Background: an optimization exercise with open tools, aiming at small area. Do not read the settings as production practice.
In this exercise RTL edits were held to simulation tests only and were not proved equivalent to the original.
The clock input has no modelled driver; a real chip could not lean on it and would need a root buffer or a full tree.
Power and IR drop assume default switching activity.

Setup of run 1:
==> flow/design.v <==
module timer_top (
	input  wire        sys_clk      ,
	input  wire        sys_rst_n    ,
	input  wire        tim_psel     ,
	input  wire        tim_pwrite   ,
	input  wire        tim_penable  ,
	input  wire [11:0] tim_paddr    ,
	input  wire [31:0] tim_pwdata   ,
	input  wire [3:0]  tim_pstrb    ,
	output wire        tim_pready   ,
	input  wire        dbg_mode     ,
	output wire [31:0] tim_prdata   ,
	output wire        tim_pslverr  ,
	output wire        tim_int
);
reg        pready_r;
reg [63:0] cnt;
reg [63:0] tcmpi;                 
wire [63:0] tcmp = ~tcmpi;
reg        ten, den;           
reg [3:0]  dval;               
reg        ten_d;              
reg        tier;
reg        tisr;
reg        hreq, hack;         
reg [7:0]  pc;                 
wire acc  = tim_psel & tim_penable;
wire wr   = acc & tim_pwrite;
wire rd   = acc & ~tim_pwrite;
wire abase = ~|tim_paddr[11:5] & ~|tim_paddr[1:0];
wire [7:0] sel;
assign sel[0] = abase & (tim_paddr[4:2] == 3'd0);
assign sel[1] = abase & (tim_paddr[4:2] == 3'd1);
assign sel[2] = abase & (tim_paddr[4:2] == 3'd2);
assign sel[3] = abase & (tim_paddr[4:2] == 3'd3);
assign sel[4] = abase & (tim_paddr[4:2] == 3'd4);
assign sel[5] = abase & (tim_paddr[4:2] == 3'd5);
assign sel[6] = abase & (tim_paddr[4:2] == 3'd6);
assign sel[7] = abase & (tim_paddr[4:2] == 3'd7);
assign tim_pready = (tim_psel | tim_penable) & pready_r;
wire ctrl  = wr & sel[0];
wire wb0   = ctrl & tim_pstrb[0];
wire wb1   = ctrl & tim_pstrb[1];
wire [3:0] wdv = tim_pwdata[11:8];
wire dv_big = wdv[3] & |wdv[2:0];
wire err   = (wb1 & dv_big)
           | (ten & wb1 & (wdv != dval))
           | (ten & wb0 & (tim_pwdata[1] != den));
assign tim_pslverr = err;
wire ten_c  = (wb0 & ~err) ? tim_pwdata[0] : ten;
wire den_c  = (wb0 & ~err) ? tim_pwdata[1] : den;
wire [3:0] dval_c = (wb1 & ~err) ? wdv : dval;
wire hreq_c = (wr & sel[7] & tim_pstrb[0]) ? tim_pwdata[0] : hreq;
wire halt   = dbg_mode & hreq_c;
function [7:0] divmask;
	input [3:0] v;
	integer i;
	begin
		for (i = 0; i < 8; i = i + 1) divmask[i] = (v > i);
	end
endfunction
wire wdv_ok = wb1 & ~err;            
wire pc_hit = (pc == divmask(dval_c));
wire dz     = ~|dval_c;
wire pc_rst = pc_hit | ~ten_c | ~den_c;
wire [7:0] pc_n = halt ? pc : pc_rst ? 8'h0 : pc + 8'd1;
wire cnt_en = ten_c & ~halt & (~den_c | dz | pc_hit);
wire clr = ~ten & ten_d;
wire [15:0] nib;
wire [16:0] blw;                     
assign blw[0] = 1'b1;
genvar g;
generate for (g = 0; g < 16; g = g + 1) begin : gn
	assign nib[g] = &cnt[g*4 +: 4];
	assign blw[g+1] = blw[g] & nib[g];
end endgenerate
wire [63:0] cy;
generate for (g = 0; g < 64; g = g + 1) begin : gc
	if (g % 4 == 0) begin : h
		assign cy[g] = cnt_en & blw[g/4];
	end else begin : r
		assign cy[g] = cy[g-1] & cnt[g-1];
	end
end endgenerate
wire [63:0] inc = cnt ^ cy;
wire [7:0] wcb;
assign wcb[3:0] = {4{wr & sel[1]}} & tim_pstrb;
assign wcb[7:4] = {4{wr & sel[2]}} & tim_pstrb;
wire [63:0] cnt_n;
generate for (g = 0; g < 8; g = g + 1) begin : gb
	assign cnt_n[g*8 +: 8] = wcb[g] ? tim_pwdata[(g%4)*8 +: 8] :
	                         clr    ? 8'h0 : inc[g*8 +: 8];
end endgenerate
wire [7:0] wtb;
assign wtb[3:0] = {4{wr & sel[3]}} & tim_pstrb;
assign wtb[7:4] = {4{wr & sel[4]}} & tim_pstrb;
wire [63:0] tcmpi_n;
generate for (g = 0; g < 8; g = g + 1) begin : gt
	assign tcmpi_n[g*8 +: 8] = wtb[g] ? ~tim_pwdata[(g%4)*8 +: 8] : tcmpi[g*8 +: 8];
end endgenerate
wire tier_c = (wr & sel[5] & tim_pstrb[0]) ? tim_pwdata[0] : tier;
wire iclr   = wr & sel[6] & tim_pstrb[0] & tim_pwdata[0];
wire iset   = (cnt == tcmp);
wire ist    = tisr ? ~iclr : iset;
assign tim_int = tier_c & ist;
wire [7:0] rs = sel & {8{rd}};
assign tim_prdata =
	  ({32{rs[1]}} & cnt[31:0])
	| ({32{rs[2]}} & cnt[63:32])
	| ({32{rs[3]}} & tcmp[31:0])
	| ({32{rs[4]}} & tcmp[63:32])
	| {20'd0, {4{rs[0]}} & dval, 6'd0,
	   (rs[0] & den) | (rs[7] & hack),
	   (rs[0] & ten) | (rs[5] & tier) | (rs[6] & tisr) | (rs[7] & hreq)};
always @(posedge sys_clk or negedge sys_rst_n) begin
	if (!sys_rst_n) begin
		pready_r <= 1'b0;
		cnt      <= 64'd0;
		tcmpi    <= 64'd0;
		ten      <= 1'b0;
		den      <= 1'b0;
		dval     <= 4'd1;
		ten_d    <= 1'b0;
		tier     <= 1'b0;
		tisr     <= 1'b0;
		hreq     <= 1'b0;
		hack     <= 1'b0;
		pc       <= 8'd0;
	end else begin
		pready_r <= acc;
		cnt      <= cnt_n;
		tcmpi    <= tcmpi_n;
		ten      <= ten_c;
		den      <= den_c;
		dval     <= dval_c;
		ten_d    <= ten;
		tier     <= tier_c;
		tisr     <= ist;
		hreq     <= hreq_c;
		hack     <= halt;
		pc       <= pc_n;
	end
end
endmodule
==> flow/config.mk <==
export PLATFORM = sky130hd
export DESIGN_NAME = timer_top
export DESIGN_NICKNAME = timer_top
export VERILOG_FILES = /design/flow/design.v
export SDC_FILE = /design/flow/constraint.sdc
export NUM_CORES = 4
export LEC_CHECK = 0
export CAP_MARGIN = 5
export CORE_MARGIN = 2
export CORE_UTILIZATION = 70
export SLEW_MARGIN = 5
==> flow/constraint.sdc <==
create_clock -name core_clock -period 6.0 [get_ports {sys_clk}]
set_input_delay 1.2000 -clock core_clock [delete_from_list [all_inputs] [get_ports {sys_clk}]]
set_output_delay 1.2000 -clock core_clock [all_outputs]
set_load 0.01 [all_outputs]
standard.sh (not shown) runs the stock make flow with config.mk's settings and CLKGATE_MAP_FILE= SYNTH_SCRIPT=/design/flow/synth_recipe.tcl, a recipe that flattens the netlist after the stock synthesis.
==> flow/flow/run.sh <==
#!/bin/bash
# The standard ORFS layout with four changes:
#  - synthesis is the standard flow's script, but ABC maps with flow/area.script (area oriented);
#  - every port still gets a buffer, but a buf_1 rather than the default choice;
#  - the clock tree is built by flow/manual_cts.tcl (a root buffer and a grid of
#    leaf buffers, one per region of flip-flops) in place of TritonCTS;
#  - the rest (repair, routing, finishing) is ORFS's as usual.
set -euo pipefail
W=$PWD
{ head -n 1 synth_recipe.tcl; cat flow/abc_override.tcl; tail -n +2 synth_recipe.tcl; } > flow_synth.tcl
sed "s#SYNTH_SCRIPT=[^ ]*#SYNTH_SCRIPT=$W/flow_synth.tcl#" standard.sh > flow_standard.sh
export MY_ABC_SCRIPT=$W/flow/area.script
export BUFFER_PORTS_ARGS="-buffer_cell sky130_fd_sc_hd__buf_1"
export PRE_CTS_TCL=$W/flow/manual_cts.tcl
export MCTS_NET=sys_clk MCTS_NBUF=16 MCTS_NCOL=4 MCTS_BUF=sky130_fd_sc_hd__clkbuf_4 MCTS_ROOT=sky130_fd_sc_hd__clkbuf_8
bash flow_standard.sh > standard.log 2>&1
==> flow/flow/area.script <==
strash
&get -n
&st
&syn2
&dch -f
&nf -a -p -F 8 -A 8 -R 100
&put
topo
stime -c
Other scripts of this flow, unchanged in this note and not shown: flow/flow/abc_override.tcl, flow/flow/manual_cts.tcl
### run 1 -> run 2
==> flow/flow/area.script <==
&get -n
&st
&deepsyn -J 100
&put
strash
&get -n
&st
&dch -f
&nf -p -F 8 -A 8 -R 30
&put
topo
### Flow results
- Run 2 ends up with lower sequential share of cell area than run 1 does.
- Looking across run 2 and run 1, the single run that reached the end with no open violations was run 1.
- STATUS run=run 2 STAGES=ALL_DONE FINAL_CHECKS=FAILED CAUSE=negative setup slack
- Summary: first-pass GRT wire length, run 2 worse than run 1
- | internal power contribution | higher: run 2 |
- Compared with run 1, run 2 has less setup slack.
- Lower share of post-route cells with drive strength above 1 was reported by run 1, not run 2.
- Count of hold buffers inserted by post-cts repair: run 1 vs run 2, no meaningful difference
- Compared with run 1, run 2 shows a higher max-slew headroom at the worst pin.
- Synthesized area in run 2 is about 3.3% lower than in run 1
- Taking run 2 over run 1, the highest ir drop seen on vdd ratio works out to 0.906.
### run 2 -> run 3
==> flow/flow/area.script <==
strash
&get -n
&st
&syn2
&dch
&nf -a -p
&put
topo
stime -c
### Flow results
- Every stage of the flow completed for run 3, and the final layout passed the timing, DRC and antenna checks.
- Compared with run 2, in run 3 die area increased by about 2.8% relative to the old numbers; synthesized cell count increased by 11% relative to the old numbers; routed wire length decreased by about 12% relative to the old numbers; clock skew decreased by 7.5 ps relative to the old numbers.
- The multi-input gate share of the layout cell area in run 3 was higher than what run 2 gave.
The following lists how run 4 was set up differently from run 3:
Settings: CORE_UTILIZATION changed from 70 to 55.
### Flow results
- Run 4 did not stop at any stage, and its layout met the timing, DRC and antenna checks.
- Run 3 → run 4: met3 routed wirelength decreased 380 um, worst endpoint required time went up 20 ps, proportion of cell area occupied by multi-input gates shrank by 0.53 points.
- Changes observed in run 4 relative to run 3: worst setup slack went up by 140 ps, maximum fanout along the worst path decreased by 9 relative to the old numbers.
- From run 3 to run 4 the numbers moved as follows: clock skew up 4.1 ps; number of port buffers flat.
Modified inputs, run 5 compared to run 4
Settings: an added GPL_TIMING_DRIVEN of 0; a change of CORE_UTILIZATION from 55 to 70.
--- outcome ---
Looking at run 4 and run 5, the required time at the worst-slack endpoint is a wash.
Comparing remaining max-slew budget at the tightest pin for run 4 and run 5, the smaller number came from run 5.
Areal power density over the cells, run 4 and run 5: smaller value in run 5
Via count (run 5 vs. run 4) increases by a few percent
Summary of run 5 over run 4: setup slack dropped 390 ps, post-route fraction of the period consumed by the critical path climbed 6.4 points.
Taking run 4 as the reference, in run 5 leakage component of the power down about 0.8%; number of global-route vias before repair up about 3.5%; final total power flat; placeable core region down 3100 um^2.
Run 4 -> run 5: post-synthesis average cell area delta 0, exact match
In every run of this note, the design's own scripts or RTL, not TritonCTS, make the clock network.

---

== trial 73 ==
timer_top, a different RTL version from the one above (not shown whole).
For scale: about 89 I/O pins, ~8400 um^2 of cells after synthesis.
## timer_top
module timer_top (
	input  wire        sys_clk      ,
	input  wire        sys_rst_n    ,
	input  wire        tim_psel     ,
	input  wire        tim_pwrite   ,
	input  wire        tim_penable  ,
	input  wire [11:0] tim_paddr    ,
	input  wire [31:0] tim_pwdata   ,
	input  wire [3:0]  tim_pstrb    ,
	output wire        tim_pready   ,
	input  wire        dbg_mode     ,
	output wire [31:0] tim_prdata   ,
	output wire        tim_pslverr  ,
	output wire        tim_int
);
==> flow/config.mk <==
export PLATFORM = sky130hd
export DESIGN_NAME = timer_top
export DESIGN_NICKNAME = timer_top
export VERILOG_FILES = /design/flow/design.v
export SDC_FILE = /design/flow/constraint.sdc
export NUM_CORES = 4
export LEC_CHECK = 0
export CAP_MARGIN = 5
export CORE_MARGIN = 2
export CORE_UTILIZATION = 70
export SLEW_MARGIN = 5
==> flow/constraint.sdc <==
create_clock -name core_clock -period 6.0 [get_ports {sys_clk}]
set_input_delay 1.2000 -clock core_clock [delete_from_list [all_inputs] [get_ports {sys_clk}]]
set_output_delay 1.2000 -clock core_clock [all_outputs]
set_load 0.01 [all_outputs]
==> flow/flow/run.sh <==
#!/bin/bash
# The standard ORFS layout with three changes:
#  - synthesis is the standard flow's script, but ABC maps with flow/area.script (area oriented);
#  - every port still gets a buffer, but a buf_1 rather than the default choice;
#  - the clock tree uses smaller buffers and no dummy loads.
set -euo pipefail
W=$PWD
{ head -n 1 synth_recipe.tcl; cat flow/abc_override.tcl; tail -n +2 synth_recipe.tcl; } > flow_synth.tcl
sed "s#SYNTH_SCRIPT=[^ ]*#SYNTH_SCRIPT=$W/flow_synth.tcl#" standard.sh > flow_standard.sh
export MY_ABC_SCRIPT=$W/flow/area.script
export BUFFER_PORTS_ARGS="-buffer_cell sky130_fd_sc_hd__buf_1"
export CTS_ARGS="$(cat flow/cts_args)"
bash flow_standard.sh > standard.log 2>&1
==> flow/flow/abc_override.tcl <==
# Map with an area-oriented ABC script instead of the speed one (registers are untouched).
proc abc {args} {
  set i [lsearch -exact $args -script]
  if { $i >= 0 && [info exists ::env(MY_ABC_SCRIPT)] } {
    set args [lreplace $args [expr {$i + 1}] [expr {$i + 1}] $::env(MY_ABC_SCRIPT)]
  }
  yosys abc {*}$args
}
==> flow/flow/area.script <==
strash
&get -n
&st
&syn2
&dch
&nf -a
&put
strash
dch
amap
topo
stime -c
==> flow/flow/cts_args <==
-sink_clustering_enable -repair_clock_nets -buf_list {sky130_fd_sc_hd__clkbuf_4 sky130_fd_sc_hd__clkbuf_8} -dont_use_dummy_load -sink_clustering_size 20 -sink_clustering_max_diameter 50
The final layout from trial 73, which completed every stage, passed the timing, DRC and antenna checks at the end of the flow.
> inputs changed (trial 73 -> trial 92)
Settings: swapping 70 for 60 in CORE_UTILIZATION; swapping 5 for 20 in SLEW_MARGIN; swapping 5 for 20 in CAP_MARGIN.
==> flow/flow/cts_args <==
-sink_clustering_enable -repair_clock_nets -buf_list {sky130_fd_sc_hd__clkbuf_8} -dont_use_dummy_load -sink_clustering_size 25 -sink_clustering_max_diameter 60
--- outcome ---
Going from trial 73 to trial 92, upper clock frequency limit grew slightly.
After synthesis and placement, the instance count of trial 92 is above that of trial 73.
Against trial 73, trial 92 comes in 73 ps higher on setup slack.
Diff trial 73 -> trial 92: relative area of non-clock buffer cells in the final design about even; fraction of met1 tracks used by global routing fell 6.7 points; total power about even.
Diff trial 73 and trial 92: count of cell instances traversed by the critical path higher in trial 73
Final standard cell utilization of the core on trial 92 is down relative to trial 73.
Trial 73 and trial 92 ended up with nearly the same cell-internal power.

## what the ideal ports hide
No port has a modelled driver above. Below, the same layouts with a new extraction and two added sets of constraints.
Step 1: set_driving_cell puts a clkbuf_16 on sys_clk and a buf_2 on each other input, an assumption about the parent block.
Step 2 moves the port delays by t, midway between the first and last clock arrival at a register: inputs arrive t later, outputs are due t later. That takes back most of the time a late clock gives input paths.
Slacks: no drivers / after step 1 / after step 2; pairs: no drivers / after step 1.
| run | t, ns | slack for setup (ns) | worst setup path after step 2 | worst data-port slew with drivers (ns) | cell pins on the clock port's net |
|---|---|---|---|---|---|
| run 1 | 0.488 | 0.520 / 0.536 / 0.047 | input to register | 0.03 | 1 |
| run 2 | 0.514 | -0.456 / -0.455 / -0.968 | input to register | 0.05 | 1 |
| run 3 | 0.502 | 0.436 / 0.452 / -0.050 | input to register | 0.06 | 1 |
| run 4 | 0.529 | 0.578 / 0.595 / 0.066 | input to register | 0.05 | 1 |
| run 5 | 0.512 | 0.192 / 0.207 / -0.305 | input to register | 0.05 | 1 |
| trial 73 | 0.496 | 0.343 / 0.360 / -0.137 | input to register | 0.03 | 1 |
| trial 92 | 0.484 | 0.416 / 0.433 / -0.051 | input to register | 0.04 | 1 |
With both steps, setup timing fails in run 3, run 5, trial 73 and trial 92, where it was met with ideal ports.
